What follows belongs to an exercise in optimizing a design on an open flow for small area and a short achievable clock period; a production flow would make more cautious choices. Only simulation tests tie the RTL to the original design; equivalence was not proved.

P:
==> flow/design.v (excerpt) <==
module PGM#(
    parameter    PLATFORM = "xilinx"
)(
input			clk,
input			rst_n,
input           cnt_rst,
input           lau_update_finish,
input     [47:0] timestamp,
input            in_pgm_addr_shift,
input            in_pgm_slot_shift, 
input	         in_pgm_test_start,       
input            test_stop, 
input     [11:0] in_pgm_pkt_1_len,
input     [11:0] in_pgm_pkt_2_len,
input     [11:0] in_pgm_pkt_3_len,
input     [11:0] in_pgm_pkt_4_len,
input     [11:0] in_pgm_pkt_5_len,
input     [11:0] in_pgm_pkt_6_len,
input     [11:0] in_pgm_pkt_7_len,
input     [11:0] in_pgm_pkt_8_len,
input	  [15:0] in_pgm_tb_1_size, 
input     [15:0] in_pgm_tb_1_rate,
input	  [15:0] in_pgm_tb_2_size, 
input     [15:0] in_pgm_tb_2_rate,
input	  [15:0] in_pgm_tb_3_size, 
input     [15:0] in_pgm_tb_3_rate,
input	  [15:0] in_pgm_tb_4_size, 
input     [15:0] in_pgm_tb_4_rate,
input	  [15:0] in_pgm_tb_5_size, 
input     [15:0] in_pgm_tb_5_rate,
input	  [15:0] in_pgm_tb_6_size, 
input     [15:0] in_pgm_tb_6_rate,
input	  [15:0] in_pgm_tb_7_size, 
input     [15:0] in_pgm_tb_7_rate,
input	  [15:0] in_pgm_tb_8_size, 
input     [15:0] in_pgm_tb_8_rate,
input            gcl_ram_rd,
input     [3:0]  slot_shift_cnt, 
input     [8:0]  slot_ID,
output     [31:0] out_pgm_pkt_1_cnt,
output     [31:0] out_pgm_pkt_2_cnt,
output     [31:0] out_pgm_pkt_3_cnt,
output     [31:0] out_pgm_pkt_4_cnt,
output     [31:0] out_pgm_pkt_5_cnt,
output     [31:0] out_pgm_pkt_6_cnt,
output     [31:0] out_pgm_pkt_7_cnt,
output     [31:0] out_pgm_pkt_8_cnt,
input     [7:0]  in_pgm_fifo_usedw, 
output           out_pgm_gcl_rd,   
output    [4:0]  out_pgm_gcl_addr,    
input	  [127:0]in_pgm_gc,         
output	         out_pgm_pkt_hdr_rd,
output	  [5:0]  out_pgm_pkt_hdr_addr,
input	  [127:0]in_pgm_pkt_hdr,
output	   [133:0]out_pgm_data,
output	          out_pgm_data_wr,
output	          out_pgm_data_valid,
output	          out_pgm_data_valid_wr
);
localparam S_R    = 4'd0,    
           S_UDO  = 4'd1,    
           S_PRIO = 4'd2,    
           S_SEL  = 4'd3,    
           S_P1   = 4'd4,    
           S_P2   = 4'd5,
           S_P3   = 4'd6,
           S_P4   = 4'd7,    
           S_P5   = 4'd8,    
  ...
export LEC_CHECK = 0
export CAP_MARGIN = 20
export CORE_AREA = 5 5 315 315
export DIE_AREA = 0 0 320 320
export SLEW_MARGIN = 20
create_clock -name core_clock -period 18.0 [get_ports {clk}]
standard.sh (not shown) runs the stock make flow with config.mk's settings and CLKGATE_MAP_FILE= SYNTH_SCRIPT=/design/flow/synth_recipe.tcl, a recipe that flattens the netlist after the stock synthesis.
==> flow/flow/run.sh <==
#!/bin/bash
set -euo pipefail
HERE=$(cd "$(dirname "$0")" && pwd)
MARGIN=$(cat "$HERE/margin.txt")
KNOBS=(BUFFER_PORTS_ARGS="-buffer_cell sky130_fd_sc_hd__buf_1" SETUP_SLACK_MARGIN=$MARGIN)
if [[ -f "$HERE/knobs.txt" ]]; then
  while read -r kv; do [[ -n "$kv" ]] && KNOBS+=("$kv"); done < "$HERE/knobs.txt"
fi
bash standard.sh "${KNOBS[@]}" synth > synth.log 2>&1
bash standard.sh "${KNOBS[@]}" floorplan > floorplan.log 2>&1
bash standard.sh "${KNOBS[@]}" place > place.log 2>&1
bash standard.sh "${KNOBS[@]}" cts > cts.log 2>&1
bash standard.sh "${KNOBS[@]}" route > route.log 2>&1
bash standard.sh "${KNOBS[@]}" finish > finish.log 2>&1
==> flow/flow/margin.txt <==
12.2
P was carried through to the last stage, and its layout satisfied the timing, DRC and antenna checks.
> inputs changed (P -> Q)
==> flow/flow/margin.txt <==
12.7
--- a/flow/config.mk
+++ b/flow/config.mk
@@ -9,2 +9,4 @@
 export CORE_AREA = 5 5 315 315
+export CTS_CLUSTER_DIAMETER = 60
+export CTS_CLUSTER_SIZE = 24
 export DIE_AREA = 0 0 320 320
### Flow results
- Between Q and P, the area of placed instances does not differ in any meaningful way.
- P → Q: design area grew by 2.2%, wire length of the first global-routing pass grew by 6.1%.

==> static timing again, ports no longer ideal <==
The flow's constraints put no driver on any port. The routed layouts listed below were extracted and timed again, unchanged, in two steps.
Step 1 (the two cells are an assumption about what drives the block):
set clk [get_ports {clk}]
set_driving_cell -lib_cell sky130_fd_sc_hd__clkbuf_16 $clk
set_driving_cell -lib_cell sky130_fd_sc_hd__buf_2 [delete_from_list [all_inputs] $clk]
Step 2 moves the port delays by t, midway between the first and last clock arrival at a register: inputs arrive t later, outputs are due t later. That takes back most of the time a late clock gives input paths.
a / b / c = no drivers / after step 1 / after step 2; a / b = the first two.
run	t (ns)	setup WS [ns]	hold WS [ns]	clock arrival spread, ns
P	0.795	12.125 / 12.126 / 11.331	0.320 / 0.320 / 0.320	0.054 / 0.054
Q	0.796	12.173 / 12.131 / 11.335	0.323 / 0.323 / 0.323	0.076 / 0.076
After both steps setup and hold are still met in every run listed. The setup slack of Q, which loses most, moves by -0.042 ns with the drivers and by -0.838 ns with both steps.
